Source: an optimization exercise on an open RTL-to-GDS flow (aim: small area, a short achievable clock period and few clock cycles per item). Production flows keep margins and buffers that such runs may drop.
Function was checked by simulation only, so behaviour that the tests miss may differ from the original.

File: design.v
module Convolution(
        clk,
        rst_n,
        in_valid,
        weight_valid,
        In_IFM_1,
        In_IFM_2,
        In_IFM_3,
        In_IFM_4,
        In_IFM_5,
        In_IFM_6,
        In_IFM_7,
        In_IFM_8,
        In_IFM_9,
        In_Weight_1,
        In_Weight_2,
        In_Weight_3,
        In_Weight_4,
        In_Weight_5,
        In_Weight_6,
        In_Weight_7,
        In_Weight_8,
        In_Weight_9,
        out_valid, 
        Out_OFM
);
input clk, rst_n, in_valid, weight_valid;
input [7:0]In_IFM_1;
input [7:0]In_IFM_2;
input [7:0]In_IFM_3;
input [7:0]In_IFM_4;
input [7:0]In_IFM_5;
input [7:0]In_IFM_6;
input [7:0]In_IFM_7;
input [7:0]In_IFM_8;
input [7:0]In_IFM_9;
input [7:0]In_Weight_1;
input [7:0]In_Weight_2;
input [7:0]In_Weight_3;
input [7:0]In_Weight_4;
input [7:0]In_Weight_5;
input [7:0]In_Weight_6;
input [7:0]In_Weight_7;
input [7:0]In_Weight_8;
input [7:0]In_Weight_9;
output reg out_valid;
output reg [20:0] Out_OFM;
reg EXE;
reg [7:0]IFM_1;
reg [7:0]IFM_2;
reg [7:0]IFM_3;
reg [7:0]IFM_4;
reg [7:0]IFM_5;
reg [7:0]IFM_6;
reg [7:0]IFM_7;
reg [7:0]IFM_8;
reg [7:0]IFM_9;
reg [7:0]Weight_1;
reg [7:0]Weight_2;
reg [7:0]Weight_3;
reg [7:0]Weight_4;
reg [7:0]Weight_5;
reg [7:0]Weight_6;
reg [7:0]Weight_7;
reg [7:0]Weight_8;
reg [7:0]Weight_9;
always @(posedge clk or negedge rst_n) begin
    if (!rst_n) begin
        Weight_1 <= 0;
        Weight_2 <= 0;
        Weight_3 <= 0;
        Weight_4 <= 0;
        Weight_5 <= 0;
        Weight_6 <= 0;
        Weight_7 <= 0;
        Weight_8 <= 0;
        Weight_9 <= 0;
        IFM_1 <= 0;
        IFM_2 <= 0;
        IFM_3 <= 0;
        IFM_4 <= 0;
        IFM_5 <= 0;
        IFM_6 <= 0;
        IFM_7 <= 0;
        IFM_8 <= 0;
        IFM_9 <= 0;
    end 
	else begin
        if (weight_valid) begin
            Weight_1 <= In_Weight_1;
            Weight_2 <= In_Weight_2;
            Weight_3 <= In_Weight_3;
            Weight_4 <= In_Weight_4;
            Weight_5 <= In_Weight_5;
            Weight_6 <= In_Weight_6;
            Weight_7 <= In_Weight_7;
            Weight_8 <= In_Weight_8;
            Weight_9 <= In_Weight_9;
        end
        if (in_valid) begin
            IFM_1 <= In_IFM_1;
            IFM_2 <= In_IFM_2;
            IFM_3 <= In_IFM_3;
            IFM_4 <= In_IFM_4;
            IFM_5 <= In_IFM_5;
            IFM_6 <= In_IFM_6;
            IFM_7 <= In_IFM_7;
            IFM_8 <= In_IFM_8;
            IFM_9 <= In_IFM_9;
        end
    end
end
always@(posedge clk or negedge rst_n) begin
        if(!rst_n)
                EXE <= 0;
        else if(in_valid)
                EXE <= 1;
        else
                EXE <= 0;
end
always@(posedge clk or negedge rst_n) begin
        if(!rst_n)
                out_valid <= 0;
        else if(EXE)
                out_valid <= 1;
        else
                out_valid <= 0;
end
always@(posedge clk or negedge rst_n) begin
        if(!rst_n)
                Out_OFM <= 0;
        else if(EXE) begin
                Out_OFM <= IFM_1*Weight_1
                          +IFM_2*Weight_2
                          +IFM_3*Weight_3
                          +IFM_4*Weight_4
                          +IFM_5*Weight_5
                          +IFM_6*Weight_6
                          +IFM_7*Weight_7
                          +IFM_8*Weight_8
                          +IFM_9*Weight_9;
        end
        else 
                Out_OFM <= 0;
end
endmodule
File: run.sh
#!/bin/bash
# synth_recipe.tcl (not shown) runs the flow's synth.tcl, then flattens the netlist and writes it again
# the make line also repeats each setting of config.mk as NAME=value (left out here)
make -C /OpenROAD-flow-scripts/flow DESIGN_CONFIG=/design/flow/config.mk WORK_HOME=/design/flow/orfs CLKGATE_MAP_FILE= SYNTH_SCRIPT=/design/flow/synth_recipe.tcl finish
File: config.mk
export PLATFORM = sky130hd
export DESIGN_NAME = Convolution
export DESIGN_NICKNAME = Convolution
export VERILOG_FILES = /design/flow/design.v
export SDC_FILE = /design/flow/constraint.sdc
export NUM_CORES = 8
export LEC_CHECK = 0
export CAP_MARGIN = 20
export CORE_MARGIN = 2
export CORE_UTILIZATION = 40
export SLEW_MARGIN = 20
File: constraint.sdc
create_clock -name core_clock -period 8.0 [get_ports {clk}]
set_input_delay 1.6000 -clock core_clock [delete_from_list [all_inputs] [get_ports {clk}]]
set_output_delay 1.6000 -clock core_clock [all_outputs]
set_load 0.01 [all_outputs]
==> run summary <==
* Htree depth at 4
* Fin crit period at 7.75 ns
* Via density at 4.72
* Synth Area per Inst at 10.5 µm²
* Worst hold path type: flip-flop to flip-flop
* Vias at 16900
* Fin cells at 3574
* Setup CP Type: flip-flop to flip-flop
* Post-route setup TNS at 0 ns
* Crit path DAT at 8.18 ns
* First-pass GRT wire length at 109000 µm
* Initial DRC Count at 861
* RR Endpoint: Out_OFM[14]
* Crit-path max cell delay at 0.63 ns
* CP delay by family, top: adder cells
* Number of flip-flops in the largest register at 21
* Setup-failing EPs final at 0
* PortBufs at 169
* Fin. Hold Viols at 0
* #FFs+latches synth at 167
* Crit Path Max Fanout at 9
* ANT nets after route at 0
* GRT overflow at 0
* Register clock-pin slew on the reported worst setup and hold paths at 0.07 ns
* Area contributors post-synth: fa_1, dfrtp_1, ha_1
* Io pins at 170
* HP Start: Weight_8[2]
* CTS Sinks at 167
* Sequential area share after synthesis at 15.8%
* DR pass1 iterations at 5
* Worst-Skew Late Latency at 0.51 ns
* WL/cell at 19.1 µm
* Crit start category: flip-flop
* # hold bufs at CTS at 0
* Die H at 261 µm
* Fillers at 6151
* CTS Buffer Depth at 2
* Num CTS Buffers at 17
* Initial core utilization at 40.3%
* Worst reg-to-reg path cell count at 21
* CP Buf/Inv Count at 4
* Outcome: finished clean
* Synthesis warning total at 1
* Post-synth EDFFs at 0
* Depth of the worst hold-timing path at 1
* Yosys top cell area share at 41.1%
* CP dominant cell by count: fa_1
* Top FF cell, synth: dfrtp_1
* Placed insts at 3537
* Fmax at 129 MHz
* Initial antenna violation count at 0
* Period utilization at 96.9%
* Slew @ Worst Pin at 0.797 ns
* Max_slew headroom at 46.8%
* Row Count at 94
* GRT Util Overall at 21.3%
* Worst reg2reg setup slack at 0.25 ns
* Slowest stage cell, crit path: fa_1
* Area grow syn2layout at 13.2%
* Most frequent cells in the layout: inv_1, fa_1, and2_1, ha_1, nand2_1
* Vias in the first global route at 19400
* Fin nets at 3645
* Die Wd at 261 µm
* Mapped Area at 26500 µm²
* RSZ-0062 raised after global routing: no
* TritonCTS clock tree: yes
* DP HPWL at 59000 µm
* CORE AREA at 65600 µm²
* Ys async rst share at 100%
* DRC at 0
* Critical path capture point type: flip-flop
* Max-Cap Viols at 0
* Largest area contributor in the netlist: fa_1
* Share of post-route cells with drive strength above 1 at 9.08%
* Largest net degree at the start of global routing at 93
* Clk root buf: clkbuf_16
* Max Transition Viols Final at 0
* Leading cell type in the layout, fill and taps excluded: inv_1
* Critical Path RT at 8.43 ns
* Hold EP: Weight_8[2]
* Die area at 68200 µm²
* Mapped Nets at 3467
* FF-to-FF Start: IFM_4[5]
* Clock skew at 0.0138 ns
* Final WL at 68200 µm
* Cells along the critical path: and2_1 -> fa_1 -> fa_1 -> inv_1 -> fa_1 -> inv_1 -> fa_1 -> fa_1 -> fa_1 -> fa_1 -> inv_1 -> fa_1 -> inv_1 -> fa_1 -> fa_1 -> ha_1 -> a21o_1 -> o21bai_2 -> o31a_1 -> a221oi_2 -> mux2i_1
* Biggest register: Out_OFM
* Placer's final routability congestion estimate at 0.901
* Distinct cells, synth at 44
* Cell count after synthesis at 2518
-- synth_stat cells (2+ instances only) --
| library cell | number |
|---|---|
| and3_1 | 3 |
| nand4_1 | 3 |
| nand2b_1 | 7 |
| ha_1 | 258 |
| fa_1 | 543 |
| nor3_1 | 3 |
| mux2i_1 | 5 |
| nand2_1 | 205 |
| xnor2_1 | 4 |
| o21ai_0 | 7 |
| mux2_2 | 144 |
| o211ai_1 | 2 |
| nor2_1 | 16 |
| a21o_1 | 6 |
| clkbuf_1 | 37 |
| and2_1 | 388 |
| buf_2 | 9 |
| a211oi_1 | 3 |
| dfrtp_1 | 167 |
| nor4_1 | 2 |
| a21oi_1 | 11 |
| inv_1 | 668 |
| xor2_1 | 3 |
| o21a_1 | 4 |
-- metal layers --
metal | global-route usage (%) | wire length [µm]
met5 | 0 | 0
met4 | 5.82 | 1350
met3 | 3.18 | 2490
met2 | 36.1 | 33900
met1 | 28.5 | 30500
-- worst max path at each step --
stage,cells past startpoint,from,to
after floorplan,25,Weight_8[2],Out_OFM[15]
after CTS,24,Weight_8[2],Out_OFM[18]
after global placement,24,Weight_8[2],Out_OFM[15]
after global routing,22,IFM_1[3],Out_OFM[14]
final,21,IFM_4[5],Out_OFM[14]
after detailed placement,24,Weight_8[2],Out_OFM[15]
-- final cells by class --
class	instances	area (µm²)	share of cell area [%]
Antenna cell	1	2.50	0.00836
Timing Repair Buffer	205	1970	6.58
Sequential cell	167	4210	14.0
Multi-Input combinational cell	1637	19600	65.4
Inverter	668	2510	8.37
Clock inverter	11	123	0.409
Tap cell	864	1080	3.61
Clock buffer	21	460	1.54
-- stage by stage --
step,hold slack [ns],util [%],setup slack [ns],instance area (µm²)
floorplan,0.452,-,0.597,26500
global placement,0.575,44.6,0.250,29300
detailed placement,0.591,44.6,0.205,29300
CTS,0.607,45.5,0.154,29900
global route,0.608,45.6,0.000910,29900
finish,0.588,45.6,0.246,29900
-- repair_timing --
| action | CTS | global route |
|---|---|---|
| gates resized for setup | 0 | 24 |
| setup buffers | 0 | 4 |
| setup endpoints to repair | 0 | 8 |
-- kinds of logic after synthesis --
logic type	Yosys count	share of synthesized area (%)
compound gates	48	1.33
xor+xnor	7	0.232
fa+ha+maj	801	53.3
buf+inv	714	10.2
flops	167	15.8
mux	149	6.32
simple gates	632	12.8
-- worst register-to-register path, stage by stage (launching register included) --
cell and delay, ns:
dfrtp_1 0.48, and2_1 0.22, fa_1 0.48, fa_1 0.55, inv_1 0.07, fa_1 0.58
inv_1 0.07, fa_1 0.48, fa_1 0.63, fa_1 0.47, fa_1 0.53, inv_1 0.06
fa_1 0.47, inv_1 0.06, fa_1 0.50, fa_1 0.42, ha_1 0.34, a21o_1 0.21
o21bai_2 0.22, o31a_1 0.37, a221oi_2 0.28, mux2i_1 0.21
Testbench counts, summed over its fixed seeds: cycles 808, items 800.

==> separate check: timing with driven ports <==
The flow's constraints put no driver on any port. The routed layout listed below was extracted and timed again, unchanged, in two steps.
Step 1 sets driving cells, clkbuf_16 on the clock port and buf_2 on the other inputs (assumed; they add their load-dependent delay and slew).
Step 2 times the ports against the registers' clock, not the clock port: input delays grow and output delays shrink by t, the midpoint of the rising clock arrivals with the driver on.
Slacks: no drivers / after step 1 / after step 2; pairs: no drivers / after step 1.
shift t [ns]: 0.562
setup slack, ns: 0.246 / 0.246 / 0.246
hold slack, ns: 0.588 / 0.588 / 0.588
worst setup path after step 2: register to register
After both steps setup and hold are still met in this run. The setup slack of this run moves by 0.000 ns with the drivers and by 0.000 ns with both steps.
